Context: an optimization exercise on an open-source flow, tuned for small area. The choices shown serve that exercise and are no tape-out recipe. Only simulation tests tie the RTL to the original design; equivalence was not proved.

==> flow/design.v, too long to show whole: its modules and the start of the top module <==
// module crc32: 2197 lines
// module crc32_xor2: 7 lines
module crc32 (
  input         crc_en,
  input [511:0] data_in,
  output [31:0] crc_out,
  input         clk,
  input         rst
);
  // ...
==> flow/flow/run.sh <==
#!/bin/bash
set -euo pipefail
export BUFFER_PORTS_ARGS="-buffer_cell sky130_fd_sc_hd__buf_1"
export GPL_KEEP_OVERFLOW=0
R=orfs/results/sky130hd/crc32/base
bash standard.sh synth > standard_synth.log 2>&1
sed -i -E 's/sky130_fd_sc_hd__mux2_(2|4|8) /sky130_fd_sc_hd__mux2_1 /' $R/1_2_yosys.v
rm -f $R/1_synth.odb $R/1_synth.sdc
bash standard.sh finish > standard_finish.log 2>&1
==> flow/standard.sh <==
#!/bin/bash
# synth_recipe.tcl (not shown) runs the flow's synth.tcl, then flattens the netlist and writes it again
# the make line also repeats each setting of config.mk as NAME=value (left out here)
make -C /OpenROAD-flow-scripts/flow DESIGN_CONFIG=/design/flow/config.mk WORK_HOME=/design/flow/orfs CLKGATE_MAP_FILE= SYNTH_SCRIPT=/design/flow/synth_recipe.tcl "${@:-finish}"
==> flow/config.mk <==
export PLATFORM = sky130hd
export DESIGN_NAME = crc32
export DESIGN_NICKNAME = crc32
export VERILOG_FILES = /design/flow/design.v
export SDC_FILE = /design/flow/constraint.sdc
export NUM_CORES = 4
export LEC_CHECK = 0
export CAP_MARGIN = 20
export CORE_MARGIN = 2
export CORE_UTILIZATION = 50
export CTS_BUF_LIST = sky130_fd_sc_hd__clkbuf_8
export GPL_ROUTABILITY_DRIVEN = 1
export SLEW_MARGIN = 20
export SYNTH_HIERARCHICAL = 1
export SYNTH_MINIMUM_KEEP_SIZE = 0
==> flow/constraint.sdc <==
create_clock -name core_clock -period 8.0 [get_ports {clk}]
set_input_delay 1.6000 -clock core_clock [delete_from_list [all_inputs] [get_ports {clk}]]
set_output_delay 1.6000 -clock core_clock [all_outputs]
set_load 0.01 [all_outputs]
==> results_dict.tcl, run 1 <==
set metrics [dict create \
    dieWidth_microns 204.3 \
    dp_slack_ps 1009 \
    error "[ERROR GRT-0116] Global routing finished with congestion. Check the congestion regions in the DRC Viewer." \
    place_congestion 1.312 \
    yosysSeqAreaShare_pct 4.167 \
    yosys_area_sq_um 20180 \
    synth_xor_area_share_pct 93.12 \
    cts.sinks 32 \
    synthAdderAreaFrac_pct 0 \
    synthTopCellsByArea "xor2_1, dfstp_2, mux2_4, buf_12, mux2_2" \
    synth_area_sq_um 20060 \
    yosysWarnings 7 \
    cts_resized 0 \
    synth_cells 2214 \
    clockRootBuffer "clkbuf_8" \
    place_inst 3284 \
    synth_top_family_by_area "XOR/XNOR gates" \
    yosysTopAreaCellShare_pct 93.12 \
    dp_hpwl_microns 126700 \
    clk_path_buf_depth 2 \
    dpl_cell_area_sq_um 22780 \
    synth-compound-area-share_pct 0 \
    syn-num-nets 2729 \
    synth_common_cells "xor2_1, dfstp_2, mux2_4" \
    yosysMostFrequentCell "xor2_1" \
    synth_mux_area_share_pct 2.344 \
    synth_edf_count 0 \
    status "stopped before the end" \
    die_height_microns 204.3 \
    io_pins 547 \
    initial_core_util_pct 50.61 \
    synth-simple-area-share_pct 0 \
    post_cts_buffers 0 \
    synth_cell_types 7 \
    cts_buffers 5 \
    lastStage "5_1_grt" \
    syn_area_per_cell_sq_um 9.062 \
    rows 73 \
    ys.flop_type "dfstp_2" \
]
==> run 2: changes to the inputs <==
==> flow/flow/run.sh (replaced) <==
#!/bin/bash
set -euo pipefail
export BUFFER_PORTS_ARGS="-buffer_cell sky130_fd_sc_hd__buf_1"
R=orfs/results/sky130hd/crc32/base
bash standard.sh synth > standard_synth.log 2>&1
sed -i -E 's/sky130_fd_sc_hd__mux2_(2|4|8) /sky130_fd_sc_hd__mux2_1 /' $R/1_2_yosys.v
rm -f $R/1_synth.odb $R/1_synth.sdc
bash standard.sh finish > standard_finish.log 2>&1
--- a/flow/config.mk
+++ b/flow/config.mk
@@ -10,6 +10,7 @@
 export CORE_UTILIZATION = 50
 export CTS_BUF_LIST = sky130_fd_sc_hd__clkbuf_8
 export GPL_ROUTABILITY_DRIVEN = 1
+export GPL_TIMING_DRIVEN = 0
 export SLEW_MARGIN = 20
 export SYNTH_HIERARCHICAL = 1
 export SYNTH_MINIMUM_KEEP_SIZE = 0
==> results_dict.tcl, run 2 <==
set metrics [dict create \
    syn_area_per_cell_sq_um 9.062 \
    grt_max_degree 33 \
    grt_pass1_wl_microns 178000 \
    synth_cell_types 7 \
    first_global_vias 19559 \
    arrival_ps 7670 \
    synthArstFlopShare_pct 100.0 \
    critical_path_class "primary input to register" \
    max_clock_freq_mhz 134.3 \
    status "finished clean" \
    wl_microns 138500 \
    synth_cells 2214 \
    yosysTopAreaCell "xor2_1" \
    largest_register_ffs 32 \
    worst_slack_ps 555.2 \
    syn_to_final_growth_pct 14.44 \
    holdBufCountCts 0 \
    clk_latency_ps 300 \
    rrSetupSlack_ps 1430 \
    ant_nets 0 \
    synth_seq_cells 32 \
    synthTopCellsByArea "xor2_1, dfstp_2, mux2_4, buf_12, mux2_2" \
    clk_path_buf_depth 2 \
    fin_util_pct 57.92 \
    path_clk_slew_ps 70 \
    whs_endpoint "lfsr_q[12]$_DFFE_PP1P_" \
    via_count 20394 \
    dieWidth_microns 204.3 \
    final_common_cell "xor2_1" \
    relSlewSlack_pct 5.843 \
    yosysTopAreaCellShare_pct 93.12 \
    finalNonFillerCells 3293 \
    reg2reg_depth 14 \
    ys.flop_type "dfstp_2" \
    worstHoldStart "lfsr_q[12]$_DFFE_PP1P_" \
    tightest_slew_ps 1408 \
    drc 0 \
    coreArea_sq_um 39640 \
    top_register "lfsr_q" \
    crit_path_start_kind "primary input" \
    syn-num-nets 2729 \
    period_minus_slack_ps 7445 \
    clockRootBuffer "clkbuf_8" \
    synth_edf_count 0 \
    holdPathStages 1 \
    drt-vias-per-instance 6.193 \
    fin_crit_sh_pct 93.06 \
    dieArea_sq_um 41740 \
    cts_tree "done" \
    finalMaxSlewViolations 0 \
    fin_tns_setup_ps 0 \
    drive_above_1_share_pct 1.951 \
    place_inst 3285 \
    place_congestion 1.245 \
    antenna_cells 0 \
    cts.sinks 32 \
    rr_startpoint "lfsr_q[30]$_DFFE_PP1P_" \
    cts_buffers 5 \
    drt_iter0_drc 3482 \
    yosys_area_sq_um 20180 \
    dp_slack_ps 775.6 \
    rows 73 \
    finClkSkew_ps 12.22 \
    placement.io_buffers 545 \
    r2r-end "lfsr_q[16]$_DFFE_PP1P_" \
    critical_path_required_ps 8230 \
    rsz0062_at_grt "no" \
    yosysWarnings 7 \
    htreeDepth 2 \
    reg_top3 "lfsr_q x32" \
    yosysSeqAreaShare_pct 4.167 \
    endpoint_kind "register" \
    cts_resized 0 \
    dp_hpwl_microns 122800 \
    drtPass1Iterations 9 \
    synth_common_cells "xor2_1, dfstp_2, mux2_4" \
    wl_per_cell_microns 42.06 \
    track_usage_pct 65.05 \
    yosysMostFrequentCell "xor2_1" \
    maxCapViolations 0 \
    die_height_microns 204.3 \
    grt_overflow 0 \
    hold_viol_final 0 \
    most-common-layout-cells "xor2_1, buf_1, mux2_1, dfstp_2" \
    synth_area_sq_um 20060 \
    io_pins 547 \
    nets 3282 \
    critPathMaxFanout 4 \
    hold_class "register to register" \
    post_cts_buffers 0 \
    grt_antenna_before_repair 3 \
    setup_viol 0 \
    initial_core_util_pct 50.61 \
]
[run 2: cell families (layout without fill, tap and decap cells)]
| family | count (synthesis) | count (layout) | synth area share (%) |
|---|---|---|---|
| buffers and inverters | 5 | 559 | 0.3721 |
| xor gates and xnor gates | 2145 | 2145 | 93.12 |
| DFF | 32 | 32 | 4.167 |
| muxes | 32 | 32 | 2.344 |
[run 2: how the worst max path moves through the flow]
stage                      start                endpoint  slack, ps  depth (start not counted)
finish              data_in[510]  lfsr_q[16]$_DFFE_PP1P_        560                         15
global route        data_in[279]  lfsr_q[16]$_DFFE_PP1P_        800                         15
CTS                 data_in[279]  lfsr_q[16]$_DFFE_PP1P_       1080                         15
detailed placement  data_in[279]  lfsr_q[16]$_DFFE_PP1P_        780                         15
global placement    data_in[510]  lfsr_q[16]$_DFFE_PP1P_        480                         15
floorplan           data_in[487]   lfsr_q[8]$_DFFE_PP1P_       3150                         14
[run 2: routing by layer]
layer	part of all wire [%]	GRT usage, %	vias to the layer above
met1	33	68.61	9369
met5	0.049	2.500	-
met3	16	36.00	936
met2	38	89.24	2285
met4	13	64.54	6
li1	-	-	7798
[run 2: critical path, stage by stage]
cell and delay, ps:
buf_1 110, xor2_2 920, xor2_1 230, xor2_1 540, xor2_1 540, xor2_1 780, xor2_1 220, xor2_1 180
xor2_1 630, xor2_1 230, xor2_1 300, xor2_1 430, xor2_1 490, xor2_1 140, mux2_1 310
[run 2: cell type report]
type                       instances  area (sq um)
buffer                             4         71.32
clock buffer                       7         96.34
clock inverter                     1         30.03
fill                            3821         16680
inverter                           1         3.754
multi-input combinational       2177         19200
sequential                        32         840.8
tap                              525         656.9
timing repair buffer             546          2062
[run 2: per-stage QoR]
step | hold WS [ps] | area, sq um
finish | 656.0 | 22960
global route | 672.2 | 22960
CTS | 659.6 | 22940
detailed placement | 649.2 | 22820
global placement | 641.0 | 22770
floorplan | 659.3 | 20060
[run 2: modules after synthesis, one instance, submodules excluded]
module      flip-flops and latches  times used  cells inside  cell area [sq um]
crc32                           32           1            69               1389
crc32_xor2                       0        2145             1              8.758
==> run 3: changes to the inputs <==
--- a/flow/config.mk
+++ b/flow/config.mk
@@ -7,7 +7,7 @@
 export LEC_CHECK = 0
 export CAP_MARGIN = 20
 export CORE_MARGIN = 2
-export CORE_UTILIZATION = 50
+export CORE_UTILIZATION = 40
 export CTS_BUF_LIST = sky130_fd_sc_hd__clkbuf_8
 export GPL_ROUTABILITY_DRIVEN = 1
 export GPL_TIMING_DRIVEN = 0
==> results_dict.tcl, run 3 <==
set metrics [dict create \
    grt_antenna_before_repair 1 \
    max_clock_freq_mhz 120.6 \
    rr_startpoint "lfsr_q[11]$_DFFE_PP1P_" \
    maxCapViolations 0 \
    track_usage_pct 56.41 \
    place_congestion 1.210 \
    cts_resized 0 \
    tightest_slew_ps 1418 \
    yosysMostFrequentCell "xor2_1" \
    period_minus_slack_ps 8293 \
    finalMaxSlewViolations 0 \
    synth_xor_area_share_pct 93.12 \
    top_register "lfsr_q" \
    grt_pass1_wl_microns 188500 \
    htreeDepth 2 \
    r2r-end "lfsr_q[26]$_DFFE_PP1P_" \
    syn_to_final_growth_pct 15.29 \
    drtPass1Iterations 6 \
    crit_path_start_kind "primary input" \
    placement.io_buffers 545 \
    final_common_cell "xor2_1" \
    seqCellArea_sq_um 840.8 \
    dieArea_sq_um 51970 \
    cts.sinks 32 \
    nets 3283 \
    synth_common_cells "xor2_1, dfstp_2, mux2_4" \
    first_global_vias 18894 \
    setup_viol 3 \
    slowest_delay_ps 1130 \
    clockRootBuffer "clkbuf_8" \
    relSlewSlack_pct 5.145 \
    synth_cells 2214 \
    path_buf_inv 1 \
    clk_path_buf_depth 2 \
    syn_area_per_cell_sq_um 9.062 \
    drc 0 \
    clk_latency_ps 310 \
    worst_slack_ps -293.5 \
    grt_overflow 0 \
    synth_cell_types 7 \
    grt_max_degree 33 \
    most-common-layout-cells "xor2_1, buf_1, mux2_1, dfstp_2, xor2_2" \
    post_cts_buffers 0 \
    status "finished with violations" \
    crit_slowest_cell "xor2_1" \
    critical_path_required_ps 8240 \
    cts_tree "done" \
    yosysWarnings 7 \
    synth_seq_cells 32 \
    dp_slack_ps 303.6 \
    cp_cell_sequence "buf_1 -> xor2_1 -> xor2_1 -> xor2_1 -> xor2_2 -> xor2_1 -> xor2_1 -> xor2_1 -> xor2_1 -> xor2_1 -> xor2_1 -> xor2_1 -> xor2_1 -> xor2_1 -> mux2_1" \
    worstHoldStart "lfsr_q[8]$_DFFE_PP1P_" \
    drt-vias-per-instance 5.615 \
    synth_top_family_by_area "XOR/XNOR gates" \
    hold_viol_final 0 \
    yosys_area_sq_um 20180 \
    coreArea_sq_um 49860 \
    cp_num_cells 15 \
    io_pins 547 \
    cts_buffers 5 \
    wl_per_cell_microns 44.31 \
    yosysTopAreaCellShare_pct 93.12 \
    critical_path_class "primary input to register" \
    largest_register_ffs 32 \
    ant_nets 0 \
    holdBufCountCts 0 \
    hold_class "register to register" \
    fin_tns_setup_ps -403.8 \
    critPathMaxFanout 3 \
    wl_microns 152400 \
    cpLargestDelayFamily "XOR/XNOR gates" \
    multi_input_area_sq_um 19210 \
    synth_mux_area_share_pct 2.344 \
    syn-num-nets 2729 \
    holdPathStages 1 \
    rsz0062_at_grt "no" \
    synth-simple-area-share_pct 0 \
    rows 82 \
    rrSetupSlack_ps 550 \
    drt_iter0_drc 2848 \
    synth-compound-area-share_pct 0 \
    die_height_microns 228.0 \
    reg_top3 "lfsr_q x32" \
    synth_edf_count 0 \
    fin_util_pct 46.39 \
    path_clk_slew_ps 80 \
    yosysSeqAreaShare_pct 4.167 \
    initial_core_util_pct 40.24 \
    arrival_ps 8530 \
    yosysTopAreaCell "xor2_1" \
    dp_hpwl_microns 139800 \
    synthAdderAreaFrac_pct 0 \
    finClkSkew_ps 14.43 \
    antenna_cells 0 \
    ys.flop_type "dfstp_2" \
    dieWidth_microns 228.0 \
    whs_endpoint "lfsr_q[8]$_DFFE_PP1P_" \
    synthTopCellsByArea "xor2_1, dfstp_2, mux2_4, buf_12, mux2_2" \
    fin_crit_sh_pct 103.7 \
    synthArstFlopShare_pct 100.0 \
    endpoint_kind "register" \
    crit_top_cell "xor2_1" \
    so.violations "setup timing" \
    via_count 19314 \
    synth_area_sq_um 20060 \
    reg2reg_depth 14 \
    fillers 5214 \
    drive_above_1_share_pct 1.987 \
]
==> run 3: cell counts after synthesis <==
Identical to the previous run, type by type.
==> run 3: cells by family (layout without fill, tap and decap cells) <==
logic type  Yosys count  in the layout
xor+xnor           2145           2145
buf+inv               5            559
flops                32             32
mux                  32             32
==> run 3: cell type report <==
class	count	area share [%]
sequential	32	3.635
clock buffer	7	0.4165
multi-input combinational	2177	83.04
timing repair buffer	547	8.947
buffer	4	0.3083
tap	672	3.635
inverter	1	0.01623
==> run 3: metrics by stage <==
stage | hold WS, ps | std cells | cell area [sq um]
after global routing | 669.6 | 3440 | 23130
final | 655.5 | 3440 | 23130
after floorplan | 659.3 | 2214 | 20060
after global placement | 641.4 | 3431 | 22950
after CTS | 656.5 | 3440 | 23120
after detailed placement | 647.5 | 3433 | 23020
==> run 3: how the worst max path moves through the flow <==
| stage | start | end | slack, ps |
|---|---|---|---|
| CTS | data_in[510] | lfsr_q[16]$_DFFE_PP1P_ | 580 |
| global placement | data_in[510] | lfsr_q[16]$_DFFE_PP1P_ | -320 |
| detailed placement | data_in[510] | lfsr_q[16]$_DFFE_PP1P_ | 300 |
| global route | data_in[491] | lfsr_q[26]$_DFFE_PP1P_ | 160 |
| finish | data_in[491] | lfsr_q[26]$_DFFE_PP1P_ | -290 |
| floorplan | data_in[487] | lfsr_q[8]$_DFFE_PP1P_ | 3150 |
==> run 3: modules after synthesis (local to each module, per instance) <==
module / flip-flops and latches / times used
crc32: 32 / 1
crc32_xor2: 0 / 2145
==> run 3: metal layers <==
layer  share of wire (%)  vias up  GRT usage [%]
met1                  36     9187          63.32
met4                  13        0          56.82
met3                  13      603          22.14
met5                   0        -              0
li1                    -     7803              -
met2                  39     1721          79.54
==> run 4: changes to the inputs <==
--- a/flow/flow/run.sh
+++ b/flow/flow/run.sh
@@ -1,6 +1,7 @@
 #!/bin/bash
 set -euo pipefail
 export BUFFER_PORTS_ARGS="-buffer_cell sky130_fd_sc_hd__buf_1"
+export GPL_KEEP_OVERFLOW=0
 R=orfs/results/sky130hd/crc32/base
 bash standard.sh synth > standard_synth.log 2>&1
 sed -i -E 's/sky130_fd_sc_hd__mux2_(2|4|8) /sky130_fd_sc_hd__mux2_1 /' $R/1_2_yosys.v
--- a/flow/config.mk
+++ b/flow/config.mk
@@ -10,7 +10,6 @@
 export CORE_UTILIZATION = 40
 export CTS_BUF_LIST = sky130_fd_sc_hd__clkbuf_8
 export GPL_ROUTABILITY_DRIVEN = 1
-export GPL_TIMING_DRIVEN = 0
 export SLEW_MARGIN = 20
 export SYNTH_HIERARCHICAL = 1
 export SYNTH_MINIMUM_KEEP_SIZE = 0
==> results_dict.tcl, run 4 <==
set metrics [dict create \
    ant_nets 0 \
    dieArea_sq_um 51970 \
    first_global_vias 19246 \
    finClkSkew_ps 4.869 \
    synth_edf_count 0 \
    hold_class "register to register" \
    antenna_cells 0 \
    synthArstFlopShare_pct 100.0 \
    max_clock_freq_mhz 131.0 \
    status "finished clean" \
    maxCapViolations 0 \
    clk_latency_ps 300 \
    dp_hpwl_microns 141100 \
    synth_cell_types 7 \
    fin_tns_setup_ps 0 \
    syn_to_final_growth_pct 14.97 \
    path_clk_slew_ps 60 \
    tightest_slew_ps 1366 \
    reg2reg_depth 12 \
    grt_max_degree 33 \
    endpoint_kind "register" \
    die_height_microns 228.0 \
    top_register "lfsr_q" \
    worstHoldStart "lfsr_q[8]$_DFFE_PP1P_" \
    yosys_area_sq_um 20180 \
    drtPass1Iterations 6 \
    ys.flop_type "dfstp_2" \
    synth_seq_cells 32 \
    post_cts_buffers 0 \
    synth_mux_area_share_pct 2.344 \
    final_common_cell "xor2_1" \
    place_congestion 1.234 \
    clk_path_buf_depth 2 \
    drc 0 \
    drt-vias-per-instance 5.750 \
    synth_area_sq_um 20060 \
    critical_path_required_ps 8220 \
    yosysTopAreaCell "xor2_1" \
    cts.sinks 32 \
    cts_resized 0 \
    nets 3282 \
    io_pins 547 \
    finalMaxSlewViolations 0 \
    yosysWarnings 7 \
    whs_endpoint "lfsr_q[8]$_DFFE_PP1P_" \
    synth_top_family_by_area "XOR/XNOR gates" \
    synth-compound-area-share_pct 0 \
    critPathMaxFanout 3 \
    place_inst 3432 \
    holdBufCountCts 0 \
    synthAdderAreaFrac_pct 0 \
    critical_path_class "primary input to register" \
    arrival_ps 7860 \
    holdPathStages 1 \
    relSlewSlack_pct 8.623 \
    finalNonFillerCells 3437 \
    wl_microns 154300 \
    reg_top3 "lfsr_q x32" \
    cts_tree "done" \
    rr_startpoint "lfsr_q[2]$_DFFE_PP1P_" \
    synth_cells 2214 \
    via_count 19762 \
    initial_core_util_pct 40.24 \
    htreeDepth 2 \
    fin_crit_sh_pct 95.43 \
    track_usage_pct 57.11 \
    clockRootBuffer "clkbuf_8" \
    grt_overflow 0 \
    syn_area_per_cell_sq_um 9.062 \
    largest_register_ffs 32 \
    drive_above_1_share_pct 1.881 \
    synthTopCellsByArea "xor2_1, dfstp_2, mux2_4, buf_12, mux2_2" \
    cts_buffers 5 \
    setup_viol 0 \
    rrSetupSlack_ps 1410 \
    r2r-end "lfsr_q[22]$_DFFE_PP1P_" \
    rows 82 \
    syn-num-nets 2729 \
    yosysMostFrequentCell "xor2_1" \
    synth_xor_area_share_pct 93.12 \
    yosysTopAreaCellShare_pct 93.12 \
    wl_per_cell_microns 44.90 \
    synth-simple-area-share_pct 0 \
    synth_common_cells "xor2_1, dfstp_2, mux2_4" \
    rsz0062_at_grt "no" \
    placement.io_buffers 546 \
    grt_antenna_before_repair 1 \
    period_minus_slack_ps 7634 \
    yosysSeqAreaShare_pct 4.167 \
    dieWidth_microns 228.0 \
    crit_path_start_kind "primary input" \
    coreArea_sq_um 49860 \
    drt_iter0_drc 3003 \
    most-common-layout-cells "xor2_1, buf_1, mux2_1, dfstp_2, xor2_2" \
    grt_pass1_wl_microns 191100 \
    hold_viol_final 0 \
]
run 4: layout make-up:
type                            instances  area, sq um
Timing Repair Buffer                  550         2106
Fill cell                            5251        26800
Clock buffer                            5        68.82
Tap cell                              672        840.8
Multi-Input combinational cell       2177        19210
Sequential cell                        32        840.8
Inverter                                1        3.754
run 4: logic make-up (layout without fill, tap and decap cells):
group                  Yosys count  after routing
multiplexers                    32             32
buffers and inverters            5            556
flip-flops                      32             32
XOR/XNOR                      2145           2145
run 4: worst max-delay path by stage:
| stage | startpoint | endpoint | cells past startpoint |
|---|---|---|---|
| 2_1_floorplan | data_in[487] | lfsr_q[8]$_DFFE_PP1P_ | 14 |
| 3_3_place_gp | data_in[510] | lfsr_q[16]$_DFFE_PP1P_ | 14 |
| 3_5_place_dp | data_in[482] | lfsr_q[22]$_DFFE_PP1P_ | 13 |
| 4_1_cts | data_in[482] | lfsr_q[22]$_DFFE_PP1P_ | 13 |
| 5_1_grt | data_in[284] | lfsr_q[8]$_DFFE_PP1P_ | 14 |
| 6_report | data_in[284] | lfsr_q[8]$_DFFE_PP1P_ | 14 |
run 4: Yosys stat by module, one instance, submodules excluded:
module      cell area [sq um]  copies in the design  cells inside
crc32_xor2              8.758                  2145             1
crc32                    1389                     1            69
run 4: critical path: stages:
cell    delay (ps)
buf_1          460
xor2_1         730
xor2_1         590
xor2_1         790
xor2_1         630
xor2_1         920
xor2_1         340
xor2_1         370
xor2_1         210
xor2_1         240
xor2_1         290
xor2_1         260
xor2_1         100
mux2_1         290
run 4: layer usage:
| metal | global-route usage (%) | up-vias | routed length, microns |
|---|---|---|---|
| li1 | - | 7786 | - |
| met1 | 63.32 | 9446 | 54030 |
| met3 | 22.08 | 621 | 19680 |
| met4 | 55.80 | 4 | 19100 |
| met5 | 1.654 | - | 135 |
| met2 | 82.38 | 1905 | 61370 |
run 4: through the flow:
step | util (%) | hold WS, ps | area [sq um] | setup slack, ps
finish | 46.26 | 656.3 | 23070 | 365.8
global route | 46.26 | 670.0 | 23070 | 595.4
CTS | 46.23 | 658.7 | 23050 | 974.1
detailed placement | 46.09 | 649.2 | 22980 | 656.5
global placement | 45.89 | 642.2 | 22880 | 374.9
floorplan | - | 659.3 | 20060 | 3145

what the ideal ports hide:
No port has a modelled driver above. Below, the same layouts with a new extraction and two added sets of constraints.
Step 1 (the two cells are an assumption about what drives the block):
set clk [get_ports {clk}]
set_driving_cell -lib_cell sky130_fd_sc_hd__clkbuf_16 $clk
set_driving_cell -lib_cell sky130_fd_sc_hd__buf_2 [delete_from_list [all_inputs] $clk]
Step 2 also shifts input and output timing later by t, the mid clock arrival at the registers, as if the neighbouring blocks saw the same clock.
Three values: ideal, step 1, step 2; two values: the first two.
run | t, ns | setup slack, ns | hold WS [ns]
run 2 | 0.336 | 0.555 / 0.567 / 0.231 | 0.656 / 0.656 / 0.656
run 3 | 0.329 | -0.293 / -0.292 / -0.621 | 0.656 / 0.656 / 0.656
run 4 | 0.329 | 0.366 / 0.376 / 0.047 | 0.656 / 0.656 / 0.656
For run 3, which loses most, drivers alone change the setup slack by +0.001 ns; drivers and shift together by -0.328 ns.
